Background: an optimization exercise with open tools, aiming at small area and a short achievable clock period. Do not read the settings as production practice.
No run shown here included a check of the RTL's function; only the layout flow was run.

==> design/flow/design.v <==
module IIR (
    input              clk,
    input              rst_n,
    input        [7:0] adc,
    output       [7:0] dac,
    output             adc_clk,
    output             dac_clk
);
reg [3:0] c;
reg       s;
always @(posedge clk or negedge rst_n)
    if (!rst_n) begin c <= 4'd0; s <= 1'b0; end
    else if (c == 4'd11) begin c <= 4'd0; s <= ~s; end
    else c <= c + 4'd1;
assign adc_clk = s;
assign dac_clk = s;
wire en = (c == 4'd11) & ~s;
reg [7:0] x1;
reg [9:0] w;     
reg [8:0] y1, y2;
wire [8:0] y;
always @(posedge clk or negedge rst_n)
    if (!rst_n) begin x1 <= 8'd0; w <= 10'd0; y1 <= 9'd0; y2 <= 9'd0; end
    else if (en) begin x1 <= adc; w <= wn; y1 <= y; y2 <= y1; end
wire i1;
wire i2;
wire i3;
wire i4;
wire i5;
wire i6;
wire i7;
wire i8;
wire i9;
wire i10;
wire s11;
wire c12;
wire s13;
wire c14;
wire s15;
wire c16;
wire s17;
wire c18;
wire s19;
wire c20;
wire s21;
wire c22;
wire s23;
wire c24;
wire s25;
wire c26;
wire s27;
wire c28;
wire s29;
wire c30;
wire s31;
wire c32;
wire s33;
wire c34;
wire s35;
wire c36;
wire s37;
wire c38;
wire s39;
wire c40;
wire s41;
wire c42;
wire s43;
wire c44;
wire s45;
wire c46;
wire s47;
wire c48;
wire s49;
wire c50;
wire s51;
wire c52;
wire s53;
wire c54;
wire s55;
wire c56;
wire s57;
wire c58;
wire s59;
wire c60;
wire s61;
wire c62;
wire s63;
wire c64;
wire s65;
wire c66;
wire s67;
wire c68;
wire s69;
wire c70;
wire s71;
wire c72;
wire s73;
wire c74;
wire s75;
wire c76;
wire s77;
wire c78;
wire s79;
wire c80;
wire s81;
wire c82;
wire s83;
wire c84;
wire s85;
wire c86;
wire s87;
wire c88;
wire s89;
wire c90;
wire s91;
wire c92;
wire s93;
wire c94;
wire s95;
wire c96;
wire s97;
wire c98;
wire s99;
wire c100;
wire s101;
wire c102;
wire s103;
wire c104;
wire s105;
wire c106;
wire s107;
wire c108;
wire s109;
wire c110;
wire s111;
wire c112;
wire s113;
wire c114;
wire s115;
wire c116;
wire s117;
wire c118;
wire s119;
wire c120;
wire s121;
wire c122;
wire s123;
wire c124;
wire s125;
wire c126;
wire s127;
wire c128;
wire s129;
wire c130;
wire s131;
wire c132;
wire s133;
wire c134;
wire s135;
wire c136;
wire s137;
wire c138;
wire s139;
wire c140;
wire s141;
wire c142;
wire s143;
wire c144;
wire s145;
wire c146;
wire s147;
wire c148;
wire s149;
wire c150;
wire s151;
wire c152;
wire s153;
wire c154;
wire s155;
wire c156;
wire s157;
wire c158;
wire s159;
wire c160;
wire s161;
wire c162;
wire s163;
wire c164;
wire s165;
wire c166;
wire s167;
wire c168;
wire s169;
wire c170;
wire s171;
wire c172;
wire s173;
wire c174;
wire s175;
wire c176;
wire s177;
wire c178;
wire s179;
wire c180;
wire s181;
wire c182;
wire s183;
wire c184;
wire s185;
wire c186;
wire s187;
wire c188;
wire s189;
wire c190;
wire s191;
wire c192;
wire s193;
wire c194;
wire s195;
wire c196;
wire s197;
wire c198;
wire s199;
wire c200;
wire s201;
wire c202;
wire s203;
wire c204;
wire s205;
wire c206;
wire s207;
wire c208;
wire s209;
wire c210;
wire s211;
wire c212;
wire s213;
wire c214;
wire s215;
wire c216;
wire s217;
wire c218;
wire s219;
wire c220;
wire s221;
wire c222;
wire s223;
wire c224;
wire s225;
wire c226;
wire s227;
wire c228;
wire s229;
wire c230;
wire s231;
wire c232;
wire s233;
wire c234;
wire s235;
wire c236;
wire s237;
wire c238;
wire s239;
wire c240;
wire s241;
wire c242;
wire s243;
wire c244;
wire s245;
wire c246;
wire s247;
wire c248;
wire s249;
wire c250;
wire s251;
wire c252;
wire s253;
wire c254;
wire s255;
wire c256;
wire s257;
wire c258;
wire s259;
wire c260;
wire s261;
wire c262;
wire s263;
wire c264;
wire s265;
wire c266;
wire s267;
wire c268;
wire s269;
wire c270;
wire s271;
wire c272;
wire s273;
wire c274;
wire s275;
wire c276;
wire s277;
wire c278;
wire s279;
wire c280;
wire s281;
wire c282;
wire s283;
wire c284;
wire g285;
wire p286;
wire g287;
wire p288;
wire g289;
wire p290;
wire g291;
wire p292;
wire g293;
wire p294;
wire g295;
wire p296;
wire G297;
wire P298;
wire G299;
wire P300;
wire G301;
wire P302;
wire G303;
wire P304;
wire G305;
wire P306;
wire G307;
wire P308;
wire G309;
wire P310;
wire G311;
wire P312;
wire G313;
wire P314;
wire G315;
wire P316;
wire G317;
wire P318;
wire [20:0] sum1;
wire [8:0] sum1_hi = {s283, s281, s277, c262, s261, s249, s235, c202, c182} + {1'b0, 1'b0, 1'b0, s271, 1'b0, 1'b0, 1'b0, s219, s201} + G317;
assign sum1 = {sum1_hi, 12'b0};
wire [9:0] wn = {1'b0, adc, 1'b0} + {2'b0, x1};
assign i1 = ~y1[8];
assign i2 = ~y2[8];
assign i3 = ~y2[0];
assign i4 = ~y2[1];
assign i5 = ~y2[2];
assign i6 = ~y2[3];
assign i7 = ~y2[4];
assign i8 = ~y2[5];
assign i9 = ~y2[6];
assign i10 = ~y2[7];
iir_fa us11 (.a(x1[1]), .b(y1[0]), .c(y2[1]), .s(s11), .co(c12));
iir_fa us13 (.a(w[0]), .b(x1[2]), .c(y1[1]), .s(s13), .co(c14));
iir_fa us15 (.a(y2[2]), .b(y2[0]), .c(c12), .s(s15), .co(c16));
iir_fa us17 (.a(s13), .b(s15), .c(adc[0]), .s(s17), .co(c18));
iir_fa us19 (.a(w[1]), .b(x1[3]), .c(y1[2]), .s(s19), .co(c20));
iir_fa us21 (.a(y1[0]), .b(y2[3]), .c(y2[1]), .s(s21), .co(c22));
iir_fa us23 (.a(c14), .b(s19), .c(s21), .s(s23), .co(c24));
iir_fa us25 (.a(c16), .b(s23), .c(adc[1]), .s(s25), .co(c26));
iir_fa us27 (.a(w[2]), .b(w[0]), .c(x1[4]), .s(s27), .co(c28));
iir_fa us29 (.a(y1[3]), .b(y1[1]), .c(y2[4]), .s(s29), .co(c30));
iir_fa us31 (.a(y2[2]), .b(c20), .c(c22), .s(s31), .co(c32));
iir_fa us33 (.a(s27), .b(s29), .c(c24), .s(s33), .co(c34));
iir_fa us35 (.a(s31), .b(s33), .c(adc[2]), .s(s35), .co(c36));
iir_fa us37 (.a(adc[0]), .b(c26), .c(s35), .s(s37), .co(c38));
assign s39 = ~(w[3] ^ w[1]);
assign c40 = w[3] | w[1];
iir_fa us41 (.a(x1[5]), .b(y1[4]), .c(y1[2]), .s(s41), .co(c42));
iir_fa us43 (.a(y2[5]), .b(y2[3]), .c(i3), .s(s43), .co(c44));
iir_fa us45 (.a(s39), .b(c28), .c(c30), .s(s45), .co(c46));
iir_fa us47 (.a(s41), .b(s43), .c(c32), .s(s47), .co(c48));
iir_fa us49 (.a(s45), .b(c34), .c(s47), .s(s49), .co(c50));
iir_fa us51 (.a(s49), .b(adc[3]), .c(adc[1]), .s(s51), .co(c52));
iir_fa us53 (.a(c36), .b(s51), .c(c38), .s(s53), .co(c54));
iir_fa us55 (.a(w[4]), .b(w[2]), .c(x1[6]), .s(s55), .co(c56));
iir_fa us57 (.a(y1[5]), .b(y1[3]), .c(y1[0]), .s(s57), .co(c58));
iir_fa us59 (.a(y2[6]), .b(y2[4]), .c(i4), .s(s59), .co(c60));
iir_fa us61 (.a(c40), .b(c42), .c(s55), .s(s61), .co(c62));
iir_fa us63 (.a(s57), .b(c44), .c(s59), .s(s63), .co(c64));
iir_fa us65 (.a(c46), .b(s61), .c(s63), .s(s65), .co(c66));
iir_fa us67 (.a(c48), .b(s65), .c(c50), .s(s67), .co(c68));
iir_fa us69 (.a(s67), .b(adc[4]), .c(adc[2]), .s(s69), .co(c70));
iir_fa us71 (.a(c52), .b(s69), .c(c54), .s(s71), .co(c72));
assign s73 = ~(w[5] ^ w[3]);
assign c74 = w[5] | w[3];
iir_fa us75 (.a(x1[7]), .b(y1[6]), .c(y1[4]), .s(s75), .co(c76));
iir_fa us77 (.a(y1[1]), .b(y2[7]), .c(y2[5]), .s(s77), .co(c78));
iir_fa us79 (.a(i5), .b(i3), .c(s73), .s(s79), .co(c80));
iir_fa us81 (.a(c56), .b(c58), .c(s75), .s(s81), .co(c82));
iir_fa us83 (.a(s77), .b(c60), .c(s79), .s(s83), .co(c84));
iir_fa us85 (.a(c62), .b(s81), .c(c64), .s(s85), .co(c86));
iir_fa us87 (.a(s83), .b(c66), .c(s85), .s(s87), .co(c88));
iir_fa us89 (.a(s87), .b(c68), .c(adc[5]), .s(s89), .co(c90));
iir_fa us91 (.a(adc[3]), .b(c70), .c(s89), .s(s91), .co(c92));
assign s93 = ~(w[6] ^ w[4]);
assign c94 = w[6] | w[4];
iir_fa us95 (.a(w[0]), .b(y1[7]), .c(y1[5]), .s(s95), .co(c96));
iir_fa us97 (.a(y1[2]), .b(y2[6]), .c(i2), .s(s97), .co(c98));
iir_fa us99 (.a(i6), .b(i4), .c(c74), .s(s99), .co(c100));
iir_fa us101 (.a(s93), .b(c76), .c(c78), .s(s101), .co(c102));
iir_fa us103 (.a(s95), .b(s97), .c(c80), .s(s103), .co(c104));
iir_fa us105 (.a(s99), .b(c82), .c(s101), .s(s105), .co(c106));
iir_fa us107 (.a(s103), .b(c84), .c(s105), .s(s107), .co(c108));
iir_fa us109 (.a(c86), .b(s107), .c(c88), .s(s109), .co(c110));
iir_fa us111 (.a(s109), .b(adc[6]), .c(adc[4]), .s(s111), .co(c112));
iir_fa us113 (.a(adc[0]), .b(c90), .c(s111), .s(s113), .co(c114));
iir_fa us115 (.a(w[7]), .b(w[5]), .c(w[1]), .s(s115), .co(c116));
iir_fa us117 (.a(y1[6]), .b(y1[3]), .c(y1[0]), .s(s117), .co(c118));
iir_fa us119 (.a(y2[7]), .b(y2[0]), .c(i1), .s(s119), .co(c120));
iir_fa us121 (.a(i7), .b(i5), .c(c94), .s(s121), .co(c122));
iir_fa us123 (.a(c96), .b(s115), .c(s117), .s(s123), .co(c124));
iir_fa us125 (.a(c98), .b(s119), .c(c100), .s(s125), .co(c126));
iir_fa us127 (.a(s121), .b(c102), .c(s123), .s(s127), .co(c128));
iir_fa us129 (.a(c104), .b(s125), .c(c106), .s(s129), .co(c130));
iir_fa us131 (.a(s127), .b(c108), .c(s129), .s(s131), .co(c132));
iir_fa us133 (.a(s131), .b(c110), .c(adc[7]), .s(s133), .co(c134));
iir_fa us135 (.a(adc[5]), .b(adc[1]), .c(c112), .s(s135), .co(c136));
iir_fa us137 (.a(s133), .b(c114), .c(s135), .s(s137), .co(c138));
iir_fa us139 (.a(w[8]), .b(w[6]), .c(w[2]), .s(s139), .co(c140));
iir_fa us141 (.a(y1[7]), .b(y1[4]), .c(y1[1]), .s(s141), .co(c142));
iir_fa us143 (.a(y2[1]), .b(i2), .c(i8), .s(s143), .co(c144));
iir_fa us145 (.a(i6), .b(c116), .c(c118), .s(s145), .co(c146));
iir_fa us147 (.a(s139), .b(s141), .c(c120), .s(s147), .co(c148));
iir_fa us149 (.a(s143), .b(c122), .c(c124), .s(s149), .co(c150));
iir_fa us151 (.a(s145), .b(s147), .c(c126), .s(s151), .co(c152));
iir_fa us153 (.a(s149), .b(c128), .c(s151), .s(s153), .co(c154));
iir_fa us155 (.a(c130), .b(s153), .c(c132), .s(s155), .co(c156));
iir_fa us157 (.a(adc[6]), .b(adc[2]), .c(s155), .s(s157), .co(c158));
iir_fa us159 (.a(c134), .b(s157), .c(c136), .s(s159), .co(c160));
assign s161 = ~(w[9] ^ w[7]);
assign c162 = w[9] | w[7];
iir_fa us163 (.a(w[3]), .b(y1[5]), .c(y1[2]), .s(s163), .co(c164));
iir_fa us165 (.a(y2[2]), .b(i1), .c(i9), .s(s165), .co(c166));
iir_fa us167 (.a(i7), .b(i3), .c(s161), .s(s167), .co(c168));
iir_fa us169 (.a(c140), .b(c142), .c(s163), .s(s169), .co(c170));
iir_fa us171 (.a(c144), .b(s165), .c(s167), .s(s171), .co(c172));
iir_fa us173 (.a(c146), .b(c148), .c(s169), .s(s173), .co(c174));
iir_fa us175 (.a(s171), .b(c150), .c(s173), .s(s175), .co(c176));
iir_fa us177 (.a(c152), .b(s175), .c(c154), .s(s177), .co(c178));
iir_fa us179 (.a(s177), .b(adc[7]), .c(adc[3]), .s(s179), .co(c180));
iir_fa us181 (.a(c156), .b(s179), .c(c158), .s(s181), .co(c182));
assign s183 = ~(w[8] ^ w[4]);
assign c184 = w[8] | w[4];
iir_fa us185 (.a(y1[6]), .b(y1[3]), .c(y1[0]), .s(s185), .co(c186));
iir_fa us187 (.a(y2[3]), .b(i10), .c(i8), .s(s187), .co(c188));
iir_fa us189 (.a(i4), .b(c162), .c(s183), .s(s189), .co(c190));
iir_fa us191 (.a(c164), .b(s185), .c(c166), .s(s191), .co(c192));
iir_fa us193 (.a(s187), .b(c168), .c(s189), .s(s193), .co(c194));
iir_fa us195 (.a(c170), .b(s191), .c(c172), .s(s195), .co(c196));
iir_fa us197 (.a(s193), .b(c174), .c(s195), .s(s197), .co(c198));
iir_fa us199 (.a(c176), .b(s197), .c(c178), .s(s199), .co(c200));
iir_fa us201 (.a(adc[4]), .b(s199), .c(c180), .s(s201), .co(c202));
iir_fa us203 (.a(w[9]), .b(w[5]), .c(y1[7]), .s(s203), .co(c204));
iir_fa us205 (.a(y1[4]), .b(y1[1]), .c(y2[8]), .s(s205), .co(c206));
iir_fa us207 (.a(y2[4]), .b(i9), .c(i5), .s(s207), .co(c208));
iir_fa us209 (.a(c184), .b(c186), .c(s203), .s(s209), .co(c210));
iir_fa us211 (.a(s205), .b(c188), .c(s207), .s(s211), .co(c212));
iir_fa us213 (.a(c190), .b(c192), .c(s209), .s(s213), .co(c214));
iir_fa us215 (.a(s211), .b(c194), .c(s213), .s(s215), .co(c216));
iir_fa us217 (.a(c196), .b(s215), .c(c198), .s(s217), .co(c218));
iir_fa us219 (.a(adc[5]), .b(s217), .c(c200), .s(s219), .co(c220));
iir_fa us221 (.a(w[6]), .b(y1[5]), .c(y1[2]), .s(s221), .co(c222));
iir_fa us223 (.a(y2[5]), .b(i1), .c(i10), .s(s223), .co(c224));
iir_fa us225 (.a(i6), .b(c204), .c(c206), .s(s225), .co(c226));
iir_fa us227 (.a(s221), .b(c208), .c(s223), .s(s227), .co(c228));
iir_fa us229 (.a(c210), .b(s225), .c(c212), .s(s229), .co(c230));
iir_fa us231 (.a(s227), .b(c214), .c(s229), .s(s231), .co(c232));
iir_fa us233 (.a(c216), .b(s231), .c(c218), .s(s233), .co(c234));
iir_fa us235 (.a(adc[6]), .b(s233), .c(c220), .s(s235), .co(c236));
iir_fa us237 (.a(w[7]), .b(y1[6]), .c(y1[3]), .s(s237), .co(c238));
iir_fa us239 (.a(y2[8]), .b(y2[6]), .c(i7), .s(s239), .co(c240));
iir_fa us241 (.a(c222), .b(s237), .c(c224), .s(s241), .co(c242));
iir_fa us243 (.a(s239), .b(c226), .c(c228), .s(s243), .co(c244));
iir_fa us245 (.a(s241), .b(c230), .c(s243), .s(s245), .co(c246));
iir_fa us247 (.a(c232), .b(s245), .c(adc[7]), .s(s247), .co(c248));
iir_fa us249 (.a(c234), .b(s247), .c(c236), .s(s249), .co(c250));
assign s251 = ~(w[8] ^ y1[7]);
assign c252 = w[8] | y1[7];
iir_fa us253 (.a(y1[4]), .b(y2[7]), .c(i8), .s(s253), .co(c254));
iir_fa us255 (.a(s251), .b(c238), .c(c240), .s(s255), .co(c256));
iir_fa us257 (.a(s253), .b(c242), .c(s255), .s(s257), .co(c258));
iir_fa us259 (.a(c244), .b(s257), .c(c246), .s(s259), .co(c260));
iir_fa us261 (.a(s259), .b(c248), .c(c250), .s(s261), .co(c262));
assign s263 = ~(w[9] ^ y1[5]);
assign c264 = w[9] | y1[5];
iir_fa us265 (.a(i1), .b(i2), .c(i9), .s(s265), .co(c266));
iir_fa us267 (.a(c252), .b(s263), .c(c254), .s(s267), .co(c268));
iir_fa us269 (.a(s265), .b(c256), .c(s267), .s(s269), .co(c270));
iir_fa us271 (.a(c258), .b(s269), .c(c260), .s(s271), .co(c272));
iir_fa us273 (.a(y1[6]), .b(i10), .c(c264), .s(s273), .co(c274));
iir_fa us275 (.a(c266), .b(s273), .c(c268), .s(s275), .co(c276));
iir_fa us277 (.a(s275), .b(c270), .c(c272), .s(s277), .co(c278));
iir_fa us279 (.a(y1[7]), .b(y2[8]), .c(c274), .s(s279), .co(c280));
iir_fa us281 (.a(s279), .b(c276), .c(c278), .s(s281), .co(c282));
iir_fa us283 (.a(i1), .b(c280), .c(c282), .s(s283), .co(c284));
assign g285 = x1[0] & y2[0];
assign p286 = x1[0] | y2[0];
assign g287 = c18 & s25;
assign p288 = c18 | s25;
assign g289 = c72 & s91;
assign p290 = c72 | s91;
assign g291 = c92 & s113;
assign p292 = c92 | s113;
assign g293 = c138 & s159;
assign p294 = c138 | s159;
assign g295 = c160 & s181;
assign p296 = c160 | s181;
assign G297 = 1'b0 | (s17 & 1'b0);
assign P298 = s17 & s11;
assign G299 = G297 | (P298 & g285);
assign P300 = P298 & p286;
assign G301 = 1'b0 | (s53 & 1'b0);
assign P302 = s53 & s37;
assign G303 = G301 | (P302 & g287);
assign P304 = P302 & p288;
assign G305 = G303 | (P304 & G299);
assign P306 = P304 & P300;
assign G307 = g291 | (p292 & g289);
assign P308 = p292 & p290;
assign G309 = G307 | (P308 & 1'b0);
assign P310 = P308 & s71;
assign G311 = g295 | (p296 & g293);
assign P312 = p296 & p294;
assign G313 = G311 | (P312 & 1'b0);
assign P314 = P312 & s137;
assign G315 = G313 | (P314 & G309);
assign P316 = P314 & P310;
assign G317 = G315 | (P316 & G305);
assign P318 = P316 & P306;
assign y = sum1[20:12];
assign dac = y[7:0];
endmodule
module iir_fa (input a, input b, input c, output s, output co);
assign s = a ^ b ^ c;
assign co = (a & b) | (a & c) | (b & c);
endmodule
==> design/flow/flow/run.sh <==
#!/bin/bash
# Standard ORFS layout with two changes: plain buffers (buf_2) on the ports
# instead of the delay cells buffer_ports picks by default, and a clock tree
# without dummy load cells, built from small clock buffers.
set -o pipefail
cp standard.sh standard_sh.txt
export BUFFER_PORTS_ARGS="-buffer_cell sky130_fd_sc_hd__buf_2"
export CTS_ARGS="-sink_clustering_enable -repair_clock_nets -dont_use_dummy_load -buf_list {sky130_fd_sc_hd__clkbuf_4 sky130_fd_sc_hd__clkbuf_8}"
bash standard.sh > standard.log 2>&1
==> design/flow/standard.sh <==
#!/bin/bash
# synth_recipe.tcl (not shown) runs the flow's synth.tcl, then flattens the netlist and writes it again
# the make line also repeats each setting of config.mk as NAME=value (left out here)
make -C /OpenROAD-flow-scripts/flow DESIGN_CONFIG=/design/flow/config.mk WORK_HOME=/design/flow/orfs CLKGATE_MAP_FILE= SYNTH_SCRIPT=/design/flow/synth_recipe.tcl "${@:-finish}"
==> design/flow/config.mk <==
export PLATFORM = sky130hd
export DESIGN_NAME = IIR
export DESIGN_NICKNAME = IIR
export VERILOG_FILES = /design/flow/design.v
export SDC_FILE = /design/flow/constraint.sdc
export NUM_CORES = 4
export LEC_CHECK = 0
export CAP_MARGIN = 20
export CORE_MARGIN = 2
export CORE_UTILIZATION = 40
export SLEW_MARGIN = 20
export SYNTH_HIERARCHICAL = 1
export SYNTH_MINIMUM_KEEP_SIZE = 0
==> design/flow/constraint.sdc <==
create_clock -name core_clock -period 17.0 [get_ports {clk}]
set_input_delay 3.4000 -clock core_clock [delete_from_list [all_inputs] [get_ports {clk}]]
set_output_delay 3.4000 -clock core_clock [all_outputs]
set_load 0.01 [all_outputs]
==> metrics.yaml, run 1 <==
synth-simple-area-share: 0.0656
holdWs_ns: 0.462
die_x_um: 116
finalHoldViolations: 0
dr.pass1.iters: 4
vias: 2899
drc_errors: 0
end_kind: "primary output"
synthAdderAreaFrac: 0.582
min_period_ns: 11.09
numCtsBuffers: 5
cts-hold-fix-buffers: 0
ys_warn_count: 7
routedWlPerCell_um: 19.3
port-buffer-count: 19
synth_area_per_cell_um2: 12.6
tightest_slew_ns: 0.959
synth_top_area_cell: "fa_1"
cts_sinks: 41
syn_nets: 555
synth_compound_area_frac: 0.0586
synthMuxAreaShare: 0.0136
synth_cell_type_count: 40
dieArea_um2: 13400
path_clk_slew_ns: 0.10
status: "complete, no violations"
first_global_vias: 3307
max_cap_viol_count: 0
viasPerCell: 5.08
grt-ovfl-total: 0
die_y_um: 116
finalSetupTns_ns: 0
initial_utilization: 0.413
synth-xor-area-share: 0.0176
slew_viol_final: 0
syn2layout_area_growth_pct: 5.68
finalWirelength_um: 11000
place.gp.congestion: 0.871
min_path_type: "reg -> reg"
synth_area_um2: 4980
dpl.hpwl_um: 9130
core_um2: 12100
cts_tree: "done"
criticalPathCategory: "in -> out"
synth_top_family_by_area: "adder cells"
yosysSeqAreaShare: 0.206
mostFrequentLayoutCells: "fa_1 (133), nand2_1 (51), inv_1 (47), dfrtp_1 (41), o21ai_0 (27)"
final-setup-viol-count: 0
post_cts_resized: 0
worst-path-max-fanout: 5
cts-root-buf: "clkbuf_8"
rows: 40
htree_levels: 2
start_kind: "primary input"
slew_headroom: 0.361
yosys_register_bits: 41
grt_use_total: 0.191
grt_max_degree: 43
clock.fmax_mhz: 90.1
min_period_over_period: 0.653
rsz0062_at_grt: "false"
clock_path_buffers: 2
skew_ns: 0.0252
final_common_cell: "fa_1"
antenna_found_initial: 0
synthCells: 395
finalNetCount: 565
post_cts_buffers: 0
antennaDiodeCount: 0
synth_top_area_frac: 0.535
cp.arrival_ns: 7.69
drive_gt1_frac: 0.0819
antenna_left: 0
grt_pass1_wl_um: 18400
insertion_delay_ns: 0.32
drtIter0Drc: 152
synthTopCellsByArea: "fa_1 (53%), dfrtp_1 (21%), ha_1 (4.3%)"
required_ns: 13.60
io_pins: 20
fin_util: 0.436
## Yosys cell counts, drive strengths merged
| cell | number |
|---|---|
| xnor2 | 8 |
| clkbuf | 5 |
| nor3b | 2 |
| inv | 47 |
| maj3 | 2 |
| o21bai | 1 |
| and4 | 1 |
| ha | 17 |
| o21a | 2 |
| o31ai | 2 |
| a211oi | 4 |
| a21oi | 3 |
| mux2 | 6 |
| xor2 | 2 |
| o21ai | 27 |
| a221oi | 1 |
| a222oi | 1 |
| nor2 | 7 |
| and3b | 1 |
| o221ai | 1 |
| nor2b | 1 |
| a2bb2oi | 1 |
| a21o | 1 |
| buf | 12 |
| nor3 | 2 |
| dfrtp | 41 |
| nand2b | 2 |
| o22ai | 2 |
| o2111a | 1 |
| or3 | 1 |
| or2b | 1 |
| nand3 | 3 |
| or4 | 1 |
| fa | 133 |
| a31oi | 1 |
| nand2 | 52 |
## layer usage
metal,up-vias,share of wire,global-route usage
li1,1249,-,-
met1,1559,0.42,0.261
met4,0,0.020,0.0538
met3,15,0.056,0.0429
met2,76,0.50,0.310
met5,-,0,0
## final cells by class
type,instances,area (um^2)
fill,1111,6800
multi-input combinational,290,3670
sequential,41,1030
tap,168,210
inverter,47,176
timing repair buffer,20,105
clock buffer,5,68.8
## through the flow
step / std cells / area (um^2) / setup slack [ns]
finish: 571 / 5260 / 5.91
global route: 571 / 5260 / 5.72
CTS: 571 / 5260 / 5.87
detailed placement: 566 / 5190 / 5.89
global placement: 566 / 5190 / 5.95
floorplan: 395 / 4980 / 6.34
## state kept, by name, summed over array words and instances (netlist names)
| register | count |
|---|---|
| x1 | 8 |
| s | 1 |
| y1 | 9 |
| c | 4 |
| y2 | 9 |
| w | 10 |
## worst max-delay path, stage by stage
cell and delay (ns):
buf_2 0.17, fa_1 0.45, fa_1 0.39, fa_1 0.38
fa_1 0.49, o2111a_1 0.18, a222oi_1 0.06, a2bb2oi_1 0.14
maj3_1 0.36, fa_1 0.45, fa_1 0.42, and3b_1 0.27
xor2_1 0.30, buf_2 0.20
## per-module statistics from Yosys, one instance, submodules excluded
| module | flops+latches | cells | times used |
|---|---|---|---|
| IIR | 41 | 265 | 1 |
| iir_fa | 0 | 1 | 130 |
## path summary, 6_finish.rpt
kind	endpoint	cells past startpoint	start	slack [ns]
max in group asynchronous	w[5]	1	rst_n	13.52
worst min-delay path	c[0]	1	c[0]	0.46
worst max-delay path	dac[4]	14	adc[2]	5.91
worst max register to register	y1[8]	18	y1[4]	10.03
min in group asynchronous	s	1	rst_n	3.08
worst min register to register	c[0]	1	c[0]	0.46
## cells by family (layout without fill, tap and decap cells)
| group | Yosys count | in the layout |
|---|---|---|
| compound gates | 48 | 48 |
| xor+xnor | 10 | 10 |
| simple gates | 74 | 74 |
| fa+ha+maj | 152 | 152 |
| flops | 41 | 41 |
| mux | 6 | 6 |
| buf+inv | 64 | 72 |
==> run 2: changes to the inputs <==
--- a/design/flow/design.v
+++ b/design/flow/design.v
@@ -306,43 +306,8 @@
 wire c282;
 wire s283;
 wire c284;
-wire g285;
-wire p286;
-wire g287;
-wire p288;
-wire g289;
-wire p290;
-wire g291;
-wire p292;
-wire g293;
-wire p294;
-wire g295;
-wire p296;
-wire G297;
-wire P298;
-wire G299;
-wire P300;
-wire G301;
-wire P302;
-wire G303;
-wire P304;
-wire G305;
-wire P306;
-wire G307;
-wire P308;
-wire G309;
-wire P310;
-wire G311;
-wire P312;
-wire G313;
-wire P314;
-wire G315;
-wire P316;
-wire G317;
-wire P318;
 wire [20:0] sum1;
-wire [8:0] sum1_hi = {s283, s281, s277, c262, s261, s249, s235, c202, c182} + {1'b0, 1'b0, 1'b0, s271, 1'b0, 1'b0, 1'b0, s219, s201} + G317;
-assign sum1 = {sum1_hi, 12'b0};
+assign sum1 = {c282, c278, c272, c262, c250, c236, c220, c202, c182, c160, c138, s135, c92, c72, c54, s51, s37, adc[1], adc[0], s11, x1[0]} + {s283, s281, s277, s271, s261, s249, s235, s219, s201, s181, s159, s137, s113, s91, s71, s53, 1'b0, s25, s17, 1'b0, y2[0]};
 wire [9:0] wn = {1'b0, adc, 1'b0} + {2'b0, x1};
 assign i1 = ~y1[8];
 assign i2 = ~y2[8];
@@ -357,17 +322,18 @@
 iir_fa us11 (.a(x1[1]), .b(y1[0]), .c(y2[1]), .s(s11), .co(c12));
 iir_fa us13 (.a(w[0]), .b(x1[2]), .c(y1[1]), .s(s13), .co(c14));
 iir_fa us15 (.a(y2[2]), .b(y2[0]), .c(c12), .s(s15), .co(c16));
-iir_fa us17 (.a(s13), .b(s15), .c(adc[0]), .s(s17), .co(c18));
+assign s17 = s13 ^ s15;
+assign c18 = s13 & s15;
 iir_fa us19 (.a(w[1]), .b(x1[3]), .c(y1[2]), .s(s19), .co(c20));
 iir_fa us21 (.a(y1[0]), .b(y2[3]), .c(y2[1]), .s(s21), .co(c22));
 iir_fa us23 (.a(c14), .b(s19), .c(s21), .s(s23), .co(c24));
-iir_fa us25 (.a(c16), .b(s23), .c(adc[1]), .s(s25), .co(c26));
+iir_fa us25 (.a(c16), .b(s23), .c(c18), .s(s25), .co(c26));
 iir_fa us27 (.a(w[2]), .b(w[0]), .c(x1[4]), .s(s27), .co(c28));
 iir_fa us29 (.a(y1[3]), .b(y1[1]), .c(y2[4]), .s(s29), .co(c30));
 iir_fa us31 (.a(y2[2]), .b(c20), .c(c22), .s(s31), .co(c32));
 iir_fa us33 (.a(s27), .b(s29), .c(c24), .s(s33), .co(c34));
-iir_fa us35 (.a(s31), .b(s33), .c(adc[2]), .s(s35), .co(c36));
-iir_fa us37 (.a(adc[0]), .b(c26), .c(s35), .s(s37), .co(c38));
+iir_fa us35 (.a(s31), .b(s33), .c(c26), .s(s35), .co(c36));
+iir_fa us37 (.a(s35), .b(adc[2]), .c(adc[0]), .s(s37), .co(c38));
 assign s39 = ~(w[3] ^ w[1]);
 assign c40 = w[3] | w[1];
 iir_fa us41 (.a(x1[5]), .b(y1[4]), .c(y1[2]), .s(s41), .co(c42));
@@ -375,8 +341,9 @@
 iir_fa us45 (.a(s39), .b(c28), .c(c30), .s(s45), .co(c46));
 iir_fa us47 (.a(s41), .b(s43), .c(c32), .s(s47), .co(c48));
 iir_fa us49 (.a(s45), .b(c34), .c(s47), .s(s49), .co(c50));
-iir_fa us51 (.a(s49), .b(adc[3]), .c(adc[1]), .s(s51), .co(c52));
-iir_fa us53 (.a(c36), .b(s51), .c(c38), .s(s53), .co(c54));
+iir_fa us51 (.a(s49), .b(c36), .c(adc[3]), .s(s51), .co(c52));
+assign s53 = adc[1] ^ c38;
+assign c54 = adc[1] & c38;
 iir_fa us55 (.a(w[4]), .b(w[2]), .c(x1[6]), .s(s55), .co(c56));
 iir_fa us57 (.a(y1[5]), .b(y1[3]), .c(y1[0]), .s(s57), .co(c58));
 iir_fa us59 (.a(y2[6]), .b(y2[4]), .c(i4), .s(s59), .co(c60));
@@ -385,7 +352,8 @@
 iir_fa us65 (.a(c46), .b(s61), .c(s63), .s(s65), .co(c66));
 iir_fa us67 (.a(c48), .b(s65), .c(c50), .s(s67), .co(c68));
 iir_fa us69 (.a(s67), .b(adc[4]), .c(adc[2]), .s(s69), .co(c70));
-iir_fa us71 (.a(c52), .b(s69), .c(c54), .s(s71), .co(c72));
+assign s71 = c52 ^ s69;
+assign c72 = c52 & s69;
 assign s73 = ~(w[5] ^ w[3]);
 assign c74 = w[5] | w[3];
 iir_fa us75 (.a(x1[7]), .b(y1[6]), .c(y1[4]), .s(s75), .co(c76));
@@ -420,7 +388,8 @@
 iir_fa us131 (.a(s127), .b(c108), .c(s129), .s(s131), .co(c132));
 iir_fa us133 (.a(s131), .b(c110), .c(adc[7]), .s(s133), .co(c134));
 iir_fa us135 (.a(adc[5]), .b(adc[1]), .c(c112), .s(s135), .co(c136));
-iir_fa us137 (.a(s133), .b(c114), .c(s135), .s(s137), .co(c138));
+assign s137 = s133 ^ c114;
+assign c138 = s133 & c114;
 iir_fa us139 (.a(w[8]), .b(w[6]), .c(w[2]), .s(s139), .co(c140));
 iir_fa us141 (.a(y1[7]), .b(y1[4]), .c(y1[1]), .s(s141), .co(c142));
 iir_fa us143 (.a(y2[1]), .b(i2), .c(i8), .s(s143), .co(c144));
@@ -471,21 +440,24 @@
 iir_fa us229 (.a(c210), .b(s225), .c(c212), .s(s229), .co(c230));
 iir_fa us231 (.a(s227), .b(c214), .c(s229), .s(s231), .co(c232));
 iir_fa us233 (.a(c216), .b(s231), .c(c218), .s(s233), .co(c234));
-iir_fa us235 (.a(adc[6]), .b(s233), .c(c220), .s(s235), .co(c236));
+assign s235 = adc[6] ^ s233;
+assign c236 = adc[6] & s233;
 iir_fa us237 (.a(w[7]), .b(y1[6]), .c(y1[3]), .s(s237), .co(c238));
 iir_fa us239 (.a(y2[8]), .b(y2[6]), .c(i7), .s(s239), .co(c240));
 iir_fa us241 (.a(c222), .b(s237), .c(c224), .s(s241), .co(c242));
 iir_fa us243 (.a(s239), .b(c226), .c(c228), .s(s243), .co(c244));
 iir_fa us245 (.a(s241), .b(c230), .c(s243), .s(s245), .co(c246));
 iir_fa us247 (.a(c232), .b(s245), .c(adc[7]), .s(s247), .co(c248));
-iir_fa us249 (.a(c234), .b(s247), .c(c236), .s(s249), .co(c250));
+assign s249 = c234 ^ s247;
+assign c250 = c234 & s247;
 assign s251 = ~(w[8] ^ y1[7]);
 assign c252 = w[8] | y1[7];
 iir_fa us253 (.a(y1[4]), .b(y2[7]), .c(i8), .s(s253), .co(c254));
 iir_fa us255 (.a(s251), .b(c238), .c(c240), .s(s255), .co(c256));
 iir_fa us257 (.a(s253), .b(c242), .c(s255), .s(s257), .co(c258));
 iir_fa us259 (.a(c244), .b(s257), .c(c246), .s(s259), .co(c260));
-iir_fa us261 (.a(s259), .b(c248), .c(c250), .s(s261), .co(c262));
+assign s261 = s259 ^ c248;
+assign c262 = s259 & c248;
 assign s263 = ~(w[9] ^ y1[5]);
 assign c264 = w[9] | y1[5];
 iir_fa us265 (.a(i1), .b(i2), .c(i9), .s(s265), .co(c266));
@@ -494,44 +466,13 @@
 iir_fa us271 (.a(c258), .b(s269), .c(c260), .s(s271), .co(c272));
 iir_fa us273 (.a(y1[6]), .b(i10), .c(c264), .s(s273), .co(c274));
 iir_fa us275 (.a(c266), .b(s273), .c(c268), .s(s275), .co(c276));
-iir_fa us277 (.a(s275), .b(c270), .c(c272), .s(s277), .co(c278));
+assign s277 = s275 ^ c270;
+assign c278 = s275 & c270;
 iir_fa us279 (.a(y1[7]), .b(y2[8]), .c(c274), .s(s279), .co(c280));
-iir_fa us281 (.a(s279), .b(c276), .c(c278), .s(s281), .co(c282));
-iir_fa us283 (.a(i1), .b(c280), .c(c282), .s(s283), .co(c284));
-assign g285 = x1[0] & y2[0];
-assign p286 = x1[0] | y2[0];
-assign g287 = c18 & s25;
-assign p288 = c18 | s25;
-assign g289 = c72 & s91;
-assign p290 = c72 | s91;
-assign g291 = c92 & s113;
-assign p292 = c92 | s113;
-assign g293 = c138 & s159;
-assign p294 = c138 | s159;
-assign g295 = c160 & s181;
-assign p296 = c160 | s181;
-assign G297 = 1'b0 | (s17 & 1'b0);
-assign P298 = s17 & s11;
-assign G299 = G297 | (P298 & g285);
-assign P300 = P298 & p286;
-assign G301 = 1'b0 | (s53 & 1'b0);
-assign P302 = s53 & s37;
-assign G303 = G301 | (P302 & g287);
-assign P304 = P302 & p288;
-assign G305 = G303 | (P304 & G299);
-assign P306 = P304 & P300;
-assign G307 = g291 | (p292 & g289);
-assign P308 = p292 & p290;
-assign G309 = G307 | (P308 & 1'b0);
-assign P310 = P308 & s71;
-assign G311 = g295 | (p296 & g293);
-assign P312 = p296 & p294;
-assign G313 = G311 | (P312 & 1'b0);
-assign P314 = P312 & s137;
-assign G315 = G313 | (P314 & G309);
-assign P316 = P314 & P310;
-assign G317 = G315 | (P316 & G305);
-assign P318 = P316 & P306;
+assign s281 = s279 ^ c276;
+assign c282 = s279 & c276;
+assign s283 = i1 ^ c280;
+assign c284 = i1 & c280;
 assign y = sum1[20:12];
 assign dac = y[7:0];
 endmodule
==> metrics.yaml, run 2 <==
status: "complete, no violations"
dp.cells: 650
reg.largest.list: "w: 10 flops, y1: 9 flops, y2: 9 flops"
tightest_slew_ns: 0.584
rows: 42
top_register: "w"
ys.flop_type: "dfrtp_1"
antenna_found_initial: 0
clock.fmax_mhz: 98.3
finalSetupTns_ns: 0
required_ns: 13.60
multi_input_comb_area_um2: 4110
synthTopCellsByArea: "fa_1 (45%), dfrtp_1 (19%), ha_1 (9.5%)"
core_um2: 13200
synth-simple-area-share: 0.0909
insertion_delay_ns: 0.32
min_period_ns: 10.17
synth_top_area_frac: 0.449
criticalPathCategory: "in -> out"
async_flop_share: 1.00
htree_levels: 2
clock_path_buffers: 2
synth_top_family_by_area: "adder cells"
ys_top_cells_by_count: "fa_1 (121), nand2_1 (61), dfrtp_1 (41), ha_1 (41), inv_1 (41)"
final_cells: 655
slew_headroom: 0.611
io_pins: 20
dieArea_um2: 14400
syn_nets: 644
dr.pass1.iters: 7
port-buffer-count: 19
routedWlPerCell_um: 19.7
grt_pass1_wl_um: 21000
cts_sinks: 41
syn2layout_area_growth_pct: 5.45
cp_cell_sequence: "buf_2 > fa_1 > fa_1 > fa_1 > ha_1 > nand4_1 > nor3_1 > nor3_1 > a2111oi_2 > nor3_1 > xnor2_1 > buf_2"
design_area_um2: 5690
synth_most_common_cell: "fa_1"
post_cts_resized: 0
worst-path-buf-inv: 2
path_clk_slew_ns: 0.08
cpLargestDelayFamily: "adder cells"
postPlaceCellArea_um2: 5620
antenna_left: 0
start_kind: "primary input"
place.gp.congestion: 0.935
drc_errors: 0
n_fill_cell: 1246
layout.area.seq_um2: 1030
synth_top_area_cell: "fa_1"
grt_use_total: 0.198
synth_cell_type_count: 42
largest_reg_flops: 10
cp.arrival_ns: 6.77
max_cap_viol_count: 0
skew_ns: 0.00659
vias: 3524
drive_gt1_frac: 0.0752
synthAdderAreaFrac: 0.544
die_y_um: 120
die_x_um: 120
synth_area_um2: 5400
slowest_delay_ns: 0.55
grt-ovfl-total: 0
yosysSeqAreaShare: 0.190
final_common_cell: "fa_1"
synth_edf_count: 0
finalHoldViolations: 0
cp_slowest_cell: "a2111oi_2"
worst-path-max-fanout: 6
min_path_type: "reg -> reg"
dpl.hpwl_um: 10800
end_kind: "primary output"
finalNetCount: 653
synth-xor-area-share: 0.0179
final-setup-viol-count: 0
yosys_register_bits: 41
cts-hold-fix-buffers: 0
numCtsBuffers: 5
initial_utilization: 0.409
grt_max_degree: 42
rsz0062_at_grt: "false"
cts_tree: "done"
synth_compound_area_frac: 0.0955
cts-root-buf: "clkbuf_8"
slew_viol_final: 0
synthMuxAreaShare: 0.0123
viasPerCell: 5.38
drtIter0Drc: 248
finalWirelength_um: 12900
min_period_over_period: 0.598
synthCells: 472
first_global_vias: 3817
antennaDiodeCount: 0
ys_warn_count: 7
synth_area_per_cell_um2: 11.4
mostFrequentLayoutCells: "fa_1 (121), nand2_1 (61), inv_1 (41), ha_1 (41), dfrtp_1 (41)"
post_cts_buffers: 0
run 2: cell count changes after synthesis, moves of 6 or more:
cell / before / now
a21oi_1: 3 / 20
fa_1: 133 / 121
ha_1: 17 / 41
inv_1: 47 / 41
nand2_1: 51 / 61
nand4_1: 0 / 7
nor2_1: 7 / 16
nor3_1: 1 / 9
run 2: logic make-up after synthesis:
group | count (synthesis)
compound gates | 82
xor+xnor | 11
fa+ha+maj | 162
buf+inv | 60
flops | 41
mux | 6
simple gates | 110
run 2: worst paths after layout:
check | from | endpoint | slack, ns | cells past startpoint
worst max register to register | y1[4] | y1[7] | 10.65 | 15
min in group asynchronous | rst_n | x1[0] | 3.07 | 1
max in group asynchronous | rst_n | w[8] | 13.53 | 1
worst max-delay path | adc[6] | dac[7] | 6.83 | 12
worst min register to register | c[0] | c[0] | 0.45 | 1
worst min-delay path | c[0] | c[0] | 0.45 | 1
run 2: stage by stage:
step	hold WS (ns)	utilization	worst slack [ns]
3_3_place_gp	0.441	0.426	6.95
4_1_cts	0.459	0.431	6.84
3_5_place_dp	0.448	0.426	6.85
5_1_grt	0.499	0.431	6.62
2_1_floorplan	0.430	-	7.37
6_report	0.455	0.431	6.83
run 2: per-layer routing:
layer	global-route usage	wire length, um	up-vias
li1	-	-	1571
met1	0.272	5640	1867
met2	0.332	6510	74
met3	0.0285	538	12
met4	0.0522	212	0
met5	0	0	-
run 2: area by class of cell:
cell class,instances,area share
Inverter,41,0.0270
Tap cell,176,0.0387
Clock buffer,5,0.0121
Timing Repair Buffer,21,0.0198
Multi-Input combinational cell,371,0.722
Sequential cell,41,0.180
run 2: per-module statistics from Yosys, one instance, submodules excluded:
module	cell area [um^2]	times used
IIR	2990	1
iir_fa	20.0	120
==> run 3: changes to the inputs <==
==> design/flow/flow/run.sh (replaced) <==
#!/bin/bash
# Standard ORFS layout, with plain buffers (buf_2) on the ports instead of the
# delay-cell buffers buffer_ports picks by default.
set -o pipefail
cp standard.sh standard_sh.txt
export BUFFER_PORTS_ARGS="-buffer_cell sky130_fd_sc_hd__buf_2"
bash standard.sh > standard.log 2>&1
==> metrics.yaml, run 3 <==
antennaDiodeCount: 0
cp_slowest_cell: "a2111oi_2"
ys_top_cells_by_count: "fa_1 (121), nand2_1 (61), dfrtp_1 (41), ha_1 (41), inv_1 (41)"
place.gp.congestion: 0.935
status: "complete, no violations"
criticalPathCategory: "in -> out"
rows: 42
place_ws_ns: 6.85
synth_top_area_frac: 0.449
synth_top_area_cell: "fa_1"
finalSetupTns_ns: 0
grt_pass1_wl_um: 21000
grt_max_degree: 42
antenna_left: 0
hold_path_depth: 1
cts-root-buf: "clkbuf_16"
drc_errors: 0
max_cap_viol_count: 0
numCtsBuffers: 5
tightest_slew_ns: 0.582
synth_area_um2: 5400
synth_most_common_cell: "fa_1"
path_clk_slew_ns: 0.06
async_flop_share: 1.00
skew_ns: 0.00707
final_common_cell: "fa_1"
insertion_delay_ns: 0.30
grt_use_total: 0.198
finalNetCount: 653
vias: 3511
end_kind: "primary output"
synthCells: 472
dieArea_um2: 14400
worstRegToRegCells: 15
hold_path_end: "c[0]"
dr.pass1.iters: 4
top_register: "w"
htree_levels: 2
hold_start: "c[0]"
dpl.hpwl_um: 10800
min_period_ns: 10.18
cts-hold-fix-buffers: 0
synthTopCellsByArea: "fa_1 (45%), dfrtp_1 (19%), ha_1 (9.5%)"
mostFrequentLayoutCells: "fa_1 (121), nand2_1 (61), inv_1 (41), ha_1 (41), dfrtp_1 (41)"
rrSetupSlack_ns: 10.66
min_path_type: "reg -> reg"
first_global_vias: 3823
syn2layout_area_growth_pct: 7.37
final-setup-viol-count: 0
initial_utilization: 0.409
post_cts_buffers: 0
clock_path_buffers: 2
worst-path-buf-inv: 2
setup_slack_ns: 6.82
core_um2: 13200
ys_warn_count: 7
port-buffer-count: 19
yosysSeqAreaShare: 0.190
regToRegStartpoint: "y1[6]"
cp_cell_sequence: "buf_2 > fa_1 > fa_1 > fa_1 > ha_1 > nand4_1 > nor3_1 > nor3_1 > a2111oi_2 > nor3_1 > xnor2_1 > buf_2"
antenna_found_initial: 0
start_kind: "primary input"
slew_headroom: 0.612
die_x_um: 120
grt-ovfl-total: 0
worst-path-max-fanout: 6
design_area_um2: 5790
drtIter0Drc: 207
ys.flop_type: "dfrtp_1"
syn_nets: 644
viasPerCell: 5.34
io_pins: 20
worstSetupStartpoint: "adc[6]"
largest_reg_flops: 10
finalWirelength_um: 12900
fin_util: 0.439
min_period_over_period: 0.599
postPlaceCellArea_um2: 5620
cts_sinks: 41
slew_viol_final: 0
synth_area_per_cell_um2: 11.4
reg.largest.list: "w: 10 flops, y1: 9 flops, y2: 9 flops"
required_ns: 13.60
slowest_delay_ns: 0.55
holdWs_ns: 0.452
cts_tree: "done"
yosys_register_bits: 41
rsz0062_at_grt: "false"
cp.arrival_ns: 6.78
regToRegEndpoint: "y1[7]"
routedWlPerCell_um: 19.6
synth_edf_count: 0
finalHoldViolations: 0
cpLargestDelayFamily: "adder cells"
synth_cell_type_count: 42
die_y_um: 120
drive_gt1_frac: 0.0788
clock.fmax_mhz: 98.3
post_cts_resized: 0
[run 3: changes by cell type in the layout (fill, tap and decap cells not counted), sizes merged]
| cell | before | now |
|---|---|---|
| bufinv | 0 | 1 |
| clkbuf | 5 | 7 |
[run 3: area by class of cell]
type,count,area (um^2)
tap,176,220
inverter,41,154
multi-input combinational,371,4110
timing repair buffer,21,113
fill,1232,7400
sequential,41,1030
clock inverter,1,30.0
clock buffer,7,143
[run 3: cell families (layout without fill, tap and decap cells)]
group / count (synthesis) / in the layout / synth area share
and+or+nand+nor: 110 / 110 / 0.0909
DFF: 41 / 41 / 0.190
xor gates and xnor gates: 11 / 11 / 0.0179
buffers and inverters: 60 / 70 / 0.0494
AOI/OAI and AO/OA: 82 / 82 / 0.0955
muxes: 6 / 6 / 0.0123
adders and majority gates: 162 / 162 / 0.544
[run 3: how the worst max path moves through the flow]
stage              to  slack (ns)  cells past startpoint
2_1_floorplan  dac[7]        7.37                     11
3_3_place_gp   dac[7]        6.95                     12
3_5_place_dp   dac[7]        6.85                     12
4_1_cts        dac[7]        6.84                     12
5_1_grt        dac[7]        6.65                     16
6_report       dac[7]        6.82                     12
[run 3: per-module statistics from Yosys (local to each module, per instance)]
module,area (um^2),flip-flops and latches,copies in the design
IIR,2990,41,1
iir_fa,20.0,0,120
[run 3: metal layers]
metal  share of wire  GRT usage
met1            0.44      0.272
met2            0.51      0.335
met3           0.042     0.0280
met4           0.011     0.0397
met5               0          0
[run 3: worst reg2reg max path: stages, from the launching register on]
cell and delay [ns]:
dfrtp_1 0.66, fa_1 0.54, fa_1 0.40, fa_1 0.55
fa_1 0.44, fa_1 0.52, fa_1 0.47, fa_1 0.39
fa_1 0.45, ha_1 0.38, nand4_1 0.16, nor3_1 0.29
nor3_1 0.13, a2111oi_2 0.55, or4_1 0.19, o221ai_1 0.10
[run 3: through the flow]
stage / std cells
2_1_floorplan: 472
3_5_place_dp: 650
6_report: 658
4_1_cts: 658
3_3_place_gp: 650
5_1_grt: 658

[static timing again, ports no longer ideal]
No port has a modelled driver above. Below, the same layouts with a new extraction and two added sets of constraints.
Step 1 sets driving cells, clkbuf_16 on the clock port and buf_2 on the other inputs (assumed; they add their load-dependent delay and slew).
Step 2, shift: input delay + t, output delay - t, t = (earliest + latest rising clock arrival at the registers) / 2. This alone moves slack from input paths to output paths.
Slacks: ideal / step 1 / step 2; pairs: ideal / step 1.
run | t, ns | setup slack, ns | hold slack, ns | worst slew at a driven data input, ns | cell pins on the clock port's net
run 1 | 0.344 | 5.907 / 5.883 / 5.883 | 0.462 / 0.462 / 0.462 | 0.03 | 1
run 2 | 0.355 | 6.827 / 6.800 / 6.800 | 0.455 / 0.455 / 0.455 | 0.03 | 1
run 3 | 0.335 | 6.823 / 6.796 / 6.796 | 0.452 / 0.452 / 0.452 | 0.03 | 1
After both steps every run listed still meets setup and hold.
